What follows belongs to an exercise in optimizing a design on an open flow for small area; a production flow would make more cautious choices.
RTL that was checked went through simulation tests only; none was proved equivalent to the original.
The clock input has no modelled driver; a real chip could not lean on it and would need a root buffer or a full tree.
Power and IR drop assume default switching activity.

== main ==
==> flow/design.v (excerpt) <==
module full_bridge_controller
    (
    input wire i_clk,
    input wire [10:0] i_signed_val,
    input wire i_reset,
    output wire o_TrPL,
    output wire o_TrNL,
    output wire o_TrPR,
    output wire o_TrNR
    );
    localparam [12:0] DC_END = 13'b0_0010_1000_0000;
    reg [9:0]  r;
    reg        ncp, nc;
    reg        r_pl, r_pr;
    reg        act, sgn, e;
    reg [12:0] dc;
    wire       s     = i_signed_val[10];
    wire [9:0] nduty = ~(i_signed_val[9:0] ^ {10{s}});
    wire       done  = ~dc[2] & ~dc[3] & ~dc[4] & ~dc[5] & ~dc[6] & dc[7]
                     & ~dc[8] & dc[9] & ~dc[10] & ~dc[11];
    wire       nl    = e & sgn;
    wire       nr    = e & ~sgn;
    wire [10:0] b;
    wire [10:0] t;
    assign b[0] = 1'b0;
    assign t[0] = 1'b1;
    genvar i;
    generate
        for (i = 0; i < 10; i = i + 1) begin : g_bit
            assign b[i+1] = (nduty[i] & r[i]) | (nduty[i] & b[i]) | (r[i] & b[i]);
            assign t[i+1] = t[i] & r[i];
        end
    endgenerate
    wire [9:0] rinc = (r ^ t[9:0]) | {9'd0, t[10]};
    always @(posedge i_clk) begin
        ncp <= b[10];
        nc  <= ncp;
        sgn <= act ? sgn : s;
        if (i_reset) begin
            r    <= 10'd3;
            r_pl <= 1'b0;
            r_pr <= 1'b0;
            act  <= 1'b0;
            e    <= 1'b0;
            dc   <= DC_END;
        end else begin
            r    <= rinc;
            r_pl <= nr & ~nc;
            r_pr <= nl & ~nc;
            act  <= act ? (s == sgn) : done;
            e    <= act;
            dc   <= act ? 13'd0 : {~dc[11:0], dc[2] ^ dc[12]};
        end
    end
    assign o_TrPL = r_pl;
    assign o_TrPR = r_pr;
    assign o_TrNL = nl;
    assign o_TrNR = nr;
endmodule
Size in the first run: about 110 cells after synthesis, roughly 30 flip-flops, ~17 I/O pins, about 1100 um^2 of cells after synthesis.
clock: 10.0 ns
lec_check: 0
cap_margin: 20
core_margin: 2
core_utilization: 70
place_density: 0.85
slew_margin: 20
standard.sh (not shown) runs the stock make flow with config.mk's settings and CLKGATE_MAP_FILE= SYNTH_SCRIPT=/design/flow/synth_recipe.tcl, a recipe that flattens the netlist after the stock synthesis.
==> flow/flow/run.sh <==
#!/bin/bash
# Own layout flow: the standard ORFS flow (the standard flow's config.mk and SDC,
# floorplan, PDN, tap cells, placement, routing and fill unchanged) with
# these changes, set in flow/params.sh:
#  - synthesis maps logic with an area-oriented ABC script (flow/area.abc)
#    and leaves adders to ABC instead of extracting half/full adder cells;
#  - port buffers are the smallest buffer, sky130_fd_sc_hd__buf_1;
#  - after CTS, flow/mytree.tcl replaces the clock tree with FLOW_CLK_N
#    buffers (params.sh), each driven by the clock port and driving one
#    cluster of flip-flops.
set -euo pipefail
W=$(pwd)
F=$W/flow
export FLOW_ABC_SCRIPT=$F/area.abc
source $F/params.sh
make -C "$FLOW_HOME" DESIGN_CONFIG=$W/config.mk WORK_HOME=$W/orfs \
  CLKGATE_MAP_FILE= SYNTH_SCRIPT=$F/synth.tcl ADDER_MAP_FILE= \
  BUFFER_PORTS_ARGS="$BUF_ARGS" CTS_ARGS="$CTS" POST_CTS_TCL=$F/mytree.tcl \
  finish > $W/make.log 2>&1
R=$W/orfs/results/$FLOW_PLATFORM/full_bridge_controller/base
: # left out here: write the final layout as DEF
==> flow/flow/params.sh <==
BUF_ARGS="-buffer_cell sky130_fd_sc_hd__buf_1"
CTS="-sink_clustering_enable -repair_clock_nets -dont_use_dummy_load -buf_list sky130_fd_sc_hd__clkbuf_4 -root_buf sky130_fd_sc_hd__clkbuf_4"
export FLOW_CLK_N=3
export FLOW_CLK_CELL=sky130_fd_sc_hd__clkbuf_4
Other scripts of this flow, unchanged in this note and not shown: flow/flow/area.abc, flow/flow/mytree.tcl, flow/flow/synth.tcl
main went all the way through synthesis, placement and routing and the layout is clean on timing, DRC and antenna.
Inputs modified between main and the feature branch:
==> flow/flow/params.sh <==
BUF_ARGS="-buffer_cell sky130_fd_sc_hd__buf_1"
CTS="-sink_clustering_enable -repair_clock_nets -dont_use_dummy_load -buf_list sky130_fd_sc_hd__clkbuf_4 -root_buf sky130_fd_sc_hd__clkbuf_4"
export FLOW_CLK_N=1
export FLOW_CLK_CELL=sky130_fd_sc_hd__clkbuf_16
Results
- Compared to main, the feature branch shows a wider setup margin.
- In the tables for the feature branch and main, global-route met3 utilization reads lower with the feature branch.
- Summary of the feature branch over main: power per cell area shows an increase of about 2%; wire length of the first global-routing pass shows a reduction of 150 um; total power shows an increase of about 2.2%.
- Compared with main, post-detailed-routing wire length in the feature branch decreased by a few percent.
- main → the feature branch: clock network power share up 2.0 points; worst hold slack across all endpoints down 5.1 ps; detailed-routing wirelength on met1 down about 2.3%.
- When the final numbers for the feature branch and main were put side by side, the arrival time of the worst setup path turned out to be smaller in the feature branch.
No functional check of the RTL was part of any run of this note. No run of this note takes its clock network from TritonCTS; it comes from the design's own scripts or RTL.

* * *

full_bridge_controller, a different RTL version from the one above (not shown whole).
Size: about 1100 um2 of cells after synthesis.
export LEC_CHECK = 0
export CAP_MARGIN = 20
export CORE_AREA = 2.3 2.72 58.16 58.16
export DIE_AREA = 0 0 60.46 60.46
export PLACE_DENSITY = 0.6
export SLEW_MARGIN = 20
create_clock -name core_clock -period 10.0 [get_ports {i_clk}]
Scripts as last shown in full above: flow/flow/run.sh
Other scripts of this flow, unchanged in this note and not shown: flow/flow/area.abc, flow/flow/mytree.tcl, flow/flow/params.sh, flow/flow/synth.tcl
==> next run, changes <==
PLACE_DENSITY = 0.9   (was 0.6)
Clock skew barely changes.
Global-route usage stays flat.
Routed wire length is lower by 2.0%.
Synthesized area is unchanged.
Cell area does not change.
Power is about the same.
Fmax is lower by 1.1%.
Critical path depth stays the same.
Cell count stays the same.
In every run of this note, the design's own scripts or RTL, not TritonCTS, make the clock network.

* * *

full_bridge_controller, a different RTL version from the one above (not shown whole).
For scale: ~130 cells after synthesis, ~31 flip-flops, about 17 I/O pins, roughly 1300 µm² of cells after synthesis.
clock: 10.0 ns
lec_check: 0
cap_margin: 20
core_margin: 2
core_utilization: 40
slew_margin: 20
==> flow/flow/run.sh <==
#!/bin/bash
cp standard.sh flow/standard.sh.copy 2>/dev/null
bash standard.sh > standard.log 2>&1
==> flow/flow/standard.sh.copy <==
#!/bin/bash
# The standard flow's own layout of this design, on the ORFS make targets given (by default finish). After
# finish it leaves the final layout's DEF at /design/flow/out/final.def.
set -euo pipefail
make -C /OpenROAD-flow-scripts/flow DESIGN_CONFIG=/design/flow/config.mk WORK_HOME=/design/flow/orfs CLKGATE_MAP_FILE= SYNTH_SCRIPT=/design/flow/synth_recipe.tcl CAP_MARGIN=20 CORE_MARGIN=2 CORE_UTILIZATION=40 SLEW_MARGIN=20 "${@:-finish}"
if [[ -f /design/flow/orfs/results/sky130hd/full_bridge_controller/base/6_final.odb ]]; then
  : # left out here: write the final layout as DEF
fi
The starting point ran to the end with no violations.
Edit:
==> flow/flow/run.sh (replaced) <==
#!/bin/bash
# Own layout flow: the standard ORFS flow with three changes:
#  - synthesis maps logic with an area-oriented ABC script (flow/area.abc)
#    and leaves adders to ABC instead of extracting half/full adder cells;
#  - port buffers are the smallest buffer, sky130_fd_sc_hd__buf_1;
#  - CTS builds a small tree without dummy loads.
# Everything else (floorplan, PDN, tap cells, placement, routing, fill) is
# the standard flow with the standard flow's config.mk and SDC.
set -euo pipefail
W=$(pwd)
F=$W/flow
export FLOW_ABC_SCRIPT=$F/area.abc
source $F/params.sh
make -C "$FLOW_HOME" DESIGN_CONFIG=$W/config.mk WORK_HOME=$W/orfs \
  CLKGATE_MAP_FILE= SYNTH_SCRIPT=$F/synth.tcl ADDER_MAP_FILE= \
  BUFFER_PORTS_ARGS="$BUF_ARGS" CTS_ARGS="$CTS" \
  CAP_MARGIN=20 CORE_MARGIN=2 CORE_UTILIZATION=40 SLEW_MARGIN=20 \
  finish > $W/make.log 2>&1
R=$W/orfs/results/$FLOW_PLATFORM/full_bridge_controller/base
: # left out here: write the final layout as DEF
==> flow/flow/area.abc (new file) <==
strash
&get -n
&st
&dch
&nf -R 1000
&put
==> flow/flow/params.sh (new file) <==
BUF_ARGS="-buffer_cell sky130_fd_sc_hd__buf_1"
CTS="-sink_clustering_enable -repair_clock_nets -dont_use_dummy_load -buf_list sky130_fd_sc_hd__clkbuf_4 -root_buf sky130_fd_sc_hd__clkbuf_4"
==> flow/flow/synth.tcl (new file) <==
# The standard flow's synthesis script, with every ABC call run on flow/area.abc.
proc abc {args} {
  set i [lsearch -exact $args -script]
  if {$i >= 0} {
    set args [lreplace $args $i [expr {$i + 1}] -script $::env(FLOW_ABC_SCRIPT)]
  }
  yosys abc {*}$args
}
source $::env(WORK_HOME)/../synth_recipe.tcl
removed: flow/flow/standard.sh.copy
Effect: Hold slack degrades by 16 ps; cell count decreases by about a fifth; non-clock buffer count stays the same; power decreases by a few percent; setup slack degrades by 13 ps; die area decreases by roughly a tenth; clock power decreases by a few percent.
Function was not checked in any run of this note: the RTL went through the layout flow alone.

* * *

full_bridge_controller, a different RTL version from the one above (not shown whole).
For scale: roughly 110 cells after synthesis, ~1100 um2 of cells after synthesis.
## full_bridge_controller
module full_bridge_controller
    (
    input wire i_clk,
    input wire [10:0] i_signed_val,
    input wire i_reset,
    output wire o_TrPL,
    output wire o_TrNL,
    output wire o_TrPR,
    output wire o_TrNR
    );
    localparam [12:0] DC_END = 13'b0_0010_1000_0000;
    reg [9:0]  r;
    reg        ncp, nc;
    reg        noo;      
    reg        act, sgn, ne;    
    reg [12:0] dc;
    wire       s     = i_signed_val[10];
    wire [9:0] nduty = ~(i_signed_val[9:0] ^ {10{s}});
    wire       done  = ~dc[2] & ~dc[3] & ~dc[4] & ~dc[5] & ~dc[6] & dc[7]
                     & ~dc[8] & dc[9] & ~dc[10] & ~dc[11];
    wire       e     = ~ne;
    wire       oo    = ~noo;
    wire       nl    = e & sgn;
    wire       nr    = e & ~sgn;
    wire [10:0] b;
    wire [10:0] t;
    assign b[0] = 1'b0;
    assign t[0] = 1'b1;
    genvar i;
    generate
        for (i = 0; i < 10; i = i + 1) begin : g_bit
            assign b[i+1] = (nduty[i] & r[i]) | (nduty[i] & b[i]) | (r[i] & b[i]);
            assign t[i+1] = t[i] & r[i];
        end
    endgenerate
    wire [9:0] rinc = (r ^ t[9:0]) | {9'd0, t[10]};
    always @(posedge i_clk) begin
        ncp <= b[10];
        nc  <= ncp;
        sgn <= (act | e) ? sgn : s;
        if (i_reset) begin
            r    <= 10'd3;
            noo  <= 1'b1;
            act  <= 1'b0;
            ne   <= 1'b1;
            dc   <= DC_END;
        end else begin
            r    <= rinc;
            noo  <= ~(e & ~nc);
            act  <= act ? (s == sgn) : done;
            ne   <= ~act;
            dc   <= act ? 13'd0 : {~dc[11:0], dc[2] ^ dc[12]};
        end
    end
    assign o_TrPL = oo & ~sgn;
    assign o_TrPR = oo & sgn;
    assign o_TrNL = nl;
    assign o_TrNR = nr;
endmodule
Settings: LEC_CHECK=0, CAP_MARGIN=20, CORE_AREA=2.3 2.72 58.16 58.16, DIE_AREA=0 0 60.46 60.46, PLACE_DENSITY=0.9, SLEW_MARGIN=20; clock period 10.0 ns.
==> flow/flow/run.sh <==
#!/bin/bash
# Own layout flow: the standard ORFS flow (the standard flow's config.mk and SDC,
# floorplan, PDN, tap cells, placement, routing and fill unchanged) with
# these changes, set in flow/params.sh:
#  - synthesis maps logic with an area-oriented ABC script (flow/area.abc)
#    and leaves adders to ABC instead of extracting half/full adder cells;
#  - port buffers are the smallest buffer, sky130_fd_sc_hd__buf_1;
#  - after CTS, flow/mytree.tcl replaces the clock tree with FLOW_CLK_N
#    buffers (params.sh), each driven by the clock port and driving one
#    cluster of flip-flops.
set -euo pipefail
W=$(pwd)
F=$W/flow
export FLOW_ABC_SCRIPT=$F/area.abc
source $F/params.sh
make -C "$FLOW_HOME" DESIGN_CONFIG=$W/config.mk WORK_HOME=$W/orfs \
  CLKGATE_MAP_FILE= SYNTH_SCRIPT=$F/synth.tcl ADDER_MAP_FILE= \
  BUFFER_PORTS_ARGS="$BUF_ARGS" CTS_ARGS="$CTS" POST_CTS_TCL=$F/mytree.tcl \
  finish > $W/make.log 2>&1
R=$W/orfs/results/$FLOW_PLATFORM/full_bridge_controller/base
: # left out here: write the final layout as DEF
==> flow/flow/area.abc <==
strash
&get -n
&st
&dch
&nf -R 1000
&put
Other scripts of this flow, unchanged in this note and not shown: flow/flow/mytree.tcl, flow/flow/params.sh, flow/flow/synth.tcl
==> next run, changes <==
==> flow/flow/area.abc (replaced) <==
strash
&get -n
&st
&dch
&nf -R 1000
&st
&dch
&nf -R 1000
&put
Result: The changed run passed the timing, DRC and antenna checks. Wire length goes up by 7.2%. Fmax goes down by 3.9%. Cell count goes down by 0.59%. Hold slack gets worse by 0.018 ns. Cell area goes down by 0.31%. Global-route usage goes up by 0.54 points. Core utilization goes down by 0.12 points.
In every run of this note, the design's own scripts or RTL, not TritonCTS, make the clock network.

[static timing again, ports no longer ideal]
In the flow no input, the clock included, has a driving cell. The finished layouts below were timed again as built, in two steps.
Step 1 sets driving cells, clkbuf_16 on the clock port and buf_2 on the other inputs (assumed; they add their load-dependent delay and slew).
Step 2 adds t to the input delays and takes it off the output delays; t is the mean of the earliest and latest rising clock arrival at the registers after step 1. Input paths then give back, and output paths get back, about the clock's delay inside the block.
a / b / c = no drivers / after step 1 / after step 2; a / b = the first two.
run | t, ns | setup WS [ns] | worst data-port slew with drivers (ns) | cell pins on the clock port's net
main | 0.190 | 6.375 / 6.385 / 6.195 | 0.03 | 3
the feature branch | 0.190 | 6.388 / 6.393 / 6.204 | 0.03 | 1
the first run of note 2 | 0.193 | 6.386 / 6.393 / 6.201 | 0.03 | 1
the second run of note 2 | 0.191 | 6.346 / 6.347 / 6.157 | 0.03 | 1
the first run of note 3 | 0.334 | 6.409 / 6.407 / 6.073 | 0.03 | 1
the second run of note 3 | 0.330 | 6.396 / 6.391 / 6.061 | 0.03 | 1
the first run of note 4 | 0.163 | 6.354 / 6.360 / 6.197 | 0.04 | 1
the second run of note 4 | 0.164 | 6.208 / 6.208 / 6.044 | 0.03 | 1
After both steps every run listed still meets setup and hold. The setup slack of the first run of note 3, which loses most, moves by -0.002 ns with the drivers and by -0.336 ns with both steps.
